Source: an optimization exercise on an open RTL-to-GDS flow (aim: small area). Production flows keep margins and buffers that such runs may drop.
Only simulation tests tie the RTL to the original design; equivalence was not proved.
Power and IR drop assume default switching activity.

// NV_soDLA_CACC_calculator_for_check
module NV_soDLA_CACC_calculator_for_check(
  input           nvdla_core_clk,
  input           nvdla_core_rstn,
  input  [1087:0] abuf_rd_data,
  output          abuf_wr_en,
  output [5:0]    abuf_wr_addr,
  output [1087:0] abuf_wr_data,
  output          dlv_valid,
  output          dlv_mask,
  output [1023:0] dlv_data,
  output [1:0]    dlv_pd,
  input           accu_ctrl_valid,
  input  [12:0]   accu_ctrl_pd,
  input           accu_ctrl_ram_valid,
  input  [4:0]    cfg_truncate,
  input  [21:0]   mac_a2accu_data0,
  input  [21:0]   mac_a2accu_data1,
  input  [21:0]   mac_a2accu_data2,
  input  [21:0]   mac_a2accu_data3,
  input  [21:0]   mac_a2accu_data4,
  input  [21:0]   mac_a2accu_data5,
  input  [21:0]   mac_a2accu_data6,
  input  [21:0]   mac_a2accu_data7,
  input  [21:0]   mac_a2accu_data8,
  input  [21:0]   mac_a2accu_data9,
  input  [21:0]   mac_a2accu_data10,
  input  [21:0]   mac_a2accu_data11,
  input  [21:0]   mac_a2accu_data12,
  input  [21:0]   mac_a2accu_data13,
  input  [21:0]   mac_a2accu_data14,
  input  [21:0]   mac_a2accu_data15,
  input  [15:0]   mac_a2accu_mask,
  input           mac_a2accu_mode,
  input           mac_a2accu_pvld,
  input  [21:0]   mac_b2accu_data0,
  input  [21:0]   mac_b2accu_data1,
  input  [21:0]   mac_b2accu_data2,
  input  [21:0]   mac_b2accu_data3,
  input  [21:0]   mac_b2accu_data4,
  input  [21:0]   mac_b2accu_data5,
  input  [21:0]   mac_b2accu_data6,
  input  [21:0]   mac_b2accu_data7,
  input  [21:0]   mac_b2accu_data8,
  input  [21:0]   mac_b2accu_data9,
  input  [21:0]   mac_b2accu_data10,
  input  [21:0]   mac_b2accu_data11,
  input  [21:0]   mac_b2accu_data12,
  input  [21:0]   mac_b2accu_data13,
  input  [21:0]   mac_b2accu_data14,
  input  [21:0]   mac_b2accu_data15,
  input  [15:0]   mac_b2accu_mask,
  input           mac_b2accu_mode,
  input           mac_b2accu_pvld,
  output [31:0]   dp2reg_sat_count
);
  ...
Size: roughly 16,000 cells after synthesis, about 4,000 I/O pins, roughly 170,000 sq um of cells after synthesis.
export LEC_CHECK = 0
export CAP_MARGIN = 20
export CELL_PAD_IN_SITES_DETAIL_PLACEMENT = 1
export CELL_PAD_IN_SITES_GLOBAL_PLACEMENT = 1
export CORE_AREA = 10 10 730 730
export DIE_AREA = 0 0 740 740
export PLACE_DENSITY = 0.55
export SLEW_MARGIN = 20
export SYNTH_HIERARCHICAL = 1
create_clock -name core_clock -period 10.0 [get_ports {nvdla_core_clk}]
standard.sh (not shown) runs the stock make flow with config.mk's settings and CLKGATE_MAP_FILE= SYNTH_SCRIPT=/design/flow/synth_recipe.tcl, a recipe that flattens the netlist after the stock synthesis.
==> flow/flow/run.sh <==
#!/bin/bash
# Layout flow: the standard ORFS flow (standard.sh, unchanged synthesis, floorplan, power grid
# and tap cells), with these changes to how the layout is made:
#  - no timing-driven upsizing at floorplan (the netlist has no wires yet, so it only grows cells)
#  - port buffers use the smallest buffer cell (repair_design upsizes where a port needs more drive)
#  - pins one routing track apart (the default is two), so that a compact die holds all 4005 ports
#  - clock tree: larger sink clusters (25 flip-flops per leaf buffer) and no dummy loads
#  - global routing may finish with a little overflow (detailed routing clears it), and
#    more rounds of antenna repair after detailed routing
# Every tool's output goes to a log in this folder (make's output here, each ORFS step's full
# log under orfs/logs/).
set -euo pipefail
W=$(pwd)
EXTRA=(
  "REMOVE_ABC_BUFFERS=1"
  "BUFFER_PORTS_ARGS=-buffer_cell sky130_fd_sc_hd__buf_1"
  "PLACE_PINS_ARGS=-min_distance 1 -min_distance_in_tracks"
  "GLOBAL_ROUTE_ARGS=-congestion_iterations 100 -congestion_report_iter_step 5 -verbose -allow_congestion"
  "MAX_REPAIR_ANTENNAS_ITER_DRT=10"
  "CTS_ARGS=-sink_clustering_enable -repair_clock_nets -dont_use_dummy_load -sink_clustering_size 25 -sink_clustering_max_diameter 100"
)
bash "$W/standard.sh" "${EXTRA[@]}" finish > "$W/flow_make.log" 2>&1
The baseline ended with an error in 5_1_grt.
Change:
--- a/flow/flow/run.sh
+++ b/flow/flow/run.sh
@@ -8,2 +7,0 @@
-#  - global routing may finish with a little overflow (detailed routing clears it), and
-#    more rounds of antenna repair after detailed routing
@@ -18,2 +15,0 @@
-  "GLOBAL_ROUTE_ARGS=-congestion_iterations 100 -congestion_report_iter_step 5 -verbose -allow_congestion"
-  "MAX_REPAIR_ANTENNAS_ITER_DRT=10"
CORE_AREA = 10 10 810 810   (was 10 10 730 730)
DIE_AREA = 0 0 820 820   (was 0 0 740 740)
PLACE_DENSITY = 0.5   (was 0.55)
What happened:
- The new run failed in 5_1_grt
- synthesized cell count is unchanged
- area after synthesis is unchanged
Change:
--- a/flow/flow/run.sh
+++ b/flow/flow/run.sh
@@ -7,0 +8,2 @@
+#  - global routing may finish with a little overflow (detailed routing clears it), and
+#    more rounds of antenna repair after detailed routing
@@ -15,0 +18,2 @@
+  "GLOBAL_ROUTE_ARGS=-congestion_iterations 100 -congestion_report_iter_step 5 -verbose -allow_congestion"
+  "MAX_REPAIR_ANTENNAS_ITER_DRT=10"
What happened: The new run did not get past 5_1_grt. Synthesized area does not change. Synthesized cell count stays the same.


NV_soDLA_CACC_calculator_for_check, a different RTL version from the one above (not shown whole).
Size: ~16000 cells after synthesis, roughly 3400 flip-flops, ~4000 I/O pins, ~170000 um^2 of cells after synthesis.
==> flow/config.mk <==
export PLATFORM = sky130hd
export DESIGN_NAME = NV_soDLA_CACC_calculator_for_check
export DESIGN_NICKNAME = NV_soDLA_CACC_calculator_for_check
export VERILOG_FILES = /design/flow/design.v
export SDC_FILE = /design/flow/constraint.sdc
export NUM_CORES = 8
export LEC_CHECK = 0
export CAP_MARGIN = 20
export CELL_PAD_IN_SITES_DETAIL_PLACEMENT = 1
export CELL_PAD_IN_SITES_GLOBAL_PLACEMENT = 1
export CORE_AREA = 10 10 730 730
export DIE_AREA = 0 0 740 740
export PLACE_DENSITY = 0.55
export SLEW_MARGIN = 20
export SYNTH_HIERARCHICAL = 1
==> flow/constraint.sdc <==
create_clock -name core_clock -period 10.0 [get_ports {nvdla_core_clk}]
set_input_delay 2.0000 -clock core_clock [delete_from_list [all_inputs] [get_ports {nvdla_core_clk}]]
set_output_delay 2.0000 -clock core_clock [all_outputs]
set_load 0.01 [all_outputs]
==> flow/flow/run.sh <==
#!/bin/bash
# Layout flow: the standard ORFS flow (standard.sh, unchanged synthesis, floorplan, power grid
# and tap cells), with these changes to how the layout is made:
#  - no timing-driven upsizing at floorplan (the netlist has no wires yet, so it only grows cells)
#  - port buffers use the smallest buffer cell (repair_design upsizes where a port needs more drive)
#  - pins one routing track apart (the default is two), so that a compact die holds all 4005 ports
#  - clock tree: larger sink clusters (25 flip-flops per leaf buffer) and no dummy loads
#  - global routing may finish with a little overflow (detailed routing clears it), and
#    more rounds of antenna repair after detailed routing
# Every tool's output goes to a log in this folder (make's output here, each ORFS step's full
# log under orfs/logs/).
set -euo pipefail
W=$(pwd)
EXTRA=(
  "REMOVE_ABC_BUFFERS=1"
  "BUFFER_PORTS_ARGS=-buffer_cell sky130_fd_sc_hd__buf_1"
  "PLACE_PINS_ARGS=-min_distance 1 -min_distance_in_tracks"
  "GLOBAL_ROUTE_ARGS=-congestion_iterations 100 -congestion_report_iter_step 5 -verbose -allow_congestion"
  "MAX_REPAIR_ANTENNAS_ITER_DRT=10"
  "CTS_ARGS=-sink_clustering_enable -repair_clock_nets -dont_use_dummy_load -sink_clustering_size 25 -sink_clustering_max_diameter 100"
)
bash "$W/standard.sh" "${EXTRA[@]}" finish > "$W/flow_make.log" 2>&1
Edit:
--- a/flow/flow/run.sh
+++ b/flow/flow/run.sh
@@ -6,6 +6,4 @@
 #  - pins one routing track apart (the default is two), so that a compact die holds all 4005 ports
 #  - clock tree: larger sink clusters (25 flip-flops per leaf buffer) and no dummy loads
-#  - global routing may finish with a little overflow (detailed routing clears it), and
-#    more rounds of antenna repair after detailed routing
 # Every tool's output goes to a log in this folder (make's output here, each ORFS step's full
 # log under orfs/logs/).
@@ -16,6 +14,4 @@
   "BUFFER_PORTS_ARGS=-buffer_cell sky130_fd_sc_hd__buf_1"
   "PLACE_PINS_ARGS=-min_distance 1 -min_distance_in_tracks"
-  "GLOBAL_ROUTE_ARGS=-congestion_iterations 100 -congestion_report_iter_step 5 -verbose -allow_congestion"
-  "MAX_REPAIR_ANTENNAS_ITER_DRT=10"
   "CTS_ARGS=-sink_clustering_enable -repair_clock_nets -dont_use_dummy_load -sink_clustering_size 25 -sink_clustering_max_diameter 100"
 )
- CORE_AREA: 10 10 730 730 -> 10 10 810 810
- DIE_AREA: 0 0 740 740 -> 0 0 820 820
- PLACE_DENSITY: 0.55 -> 0.5
Effect: The new run passed the timing, design-rule and antenna checks; wire length shrinks by 2.0%; total power shrinks by 0.96%; setup slack improved by 0.10 ns; register-to-register slack got worse by 0.04 ns; design area grows by 1.2%; die area grows by 23%; fmax grows by 1.1%; clock skew shrinks by 0.0033 ns; cell count grows by 5.4%.
Edit:
--- a/flow/flow/run.sh
+++ b/flow/flow/run.sh
@@ -6,4 +6,5 @@
 #  - pins one routing track apart (the default is two), so that a compact die holds all 4005 ports
 #  - clock tree: larger sink clusters (25 flip-flops per leaf buffer) and no dummy loads
+#  - power/area recovery (downsizing of non-critical cells) after global routing
 # Every tool's output goes to a log in this folder (make's output here, each ORFS step's full
 # log under orfs/logs/).
@@ -13,4 +14,5 @@
   "REMOVE_ABC_BUFFERS=1"
   "BUFFER_PORTS_ARGS=-buffer_cell sky130_fd_sc_hd__buf_1"
+  "RECOVER_POWER=100"
   "PLACE_PINS_ARGS=-min_distance 1 -min_distance_in_tracks"
   "CTS_ARGS=-sink_clustering_enable -repair_clock_nets -dont_use_dummy_load -sink_clustering_size 25 -sink_clustering_max_diameter 100"
Now the flow produced a layout that fails on antenna rules, capacitance limit, slew limit; via count barely changes; final area stays flat; clock skew grows by 0.0060 ns; synthesized area stays the same; clock-buffer cell count does not change; hold slack barely changes; setup slack gets worse by 0.20 ns; sequential share of layout area stays flat; synthesized cell count stays the same; final cell count barely changes.

## static timing again, ports no longer ideal
The results above use ideal ports. As a check the final layouts listed here were re-extracted and re-timed, cells and wires unchanged.
Step 1, drivers: a clkbuf_16 drives nvdla_core_clk and a buf_2 each remaining input, both assumed.
Step 2, shift: input delay + t, output delay - t, t = (earliest + latest rising clock arrival at the registers) / 2. This alone moves slack from input paths to output paths.
Three values: no drivers, after step 1, after step 2; two values: the first two.
run | t, ns | slack for setup (ns) | worst setup path after step 2 | worst slew at a driven data input, ns
the first run of note 2 | 1.062 | 0.190 / 0.048 / 0.638 | register to register | 0.75
the second run of note 2 | 1.093 | 0.294 / 0.148 / 0.595 | register to register | 0.68
the third run of note 2 | 1.110 | 0.093 / -0.051 / -0.907 | input to register | 0.59
The setup slack of the third run of note 2, which loses most, moves by -0.144 ns with the drivers and by -1.000 ns with both steps.
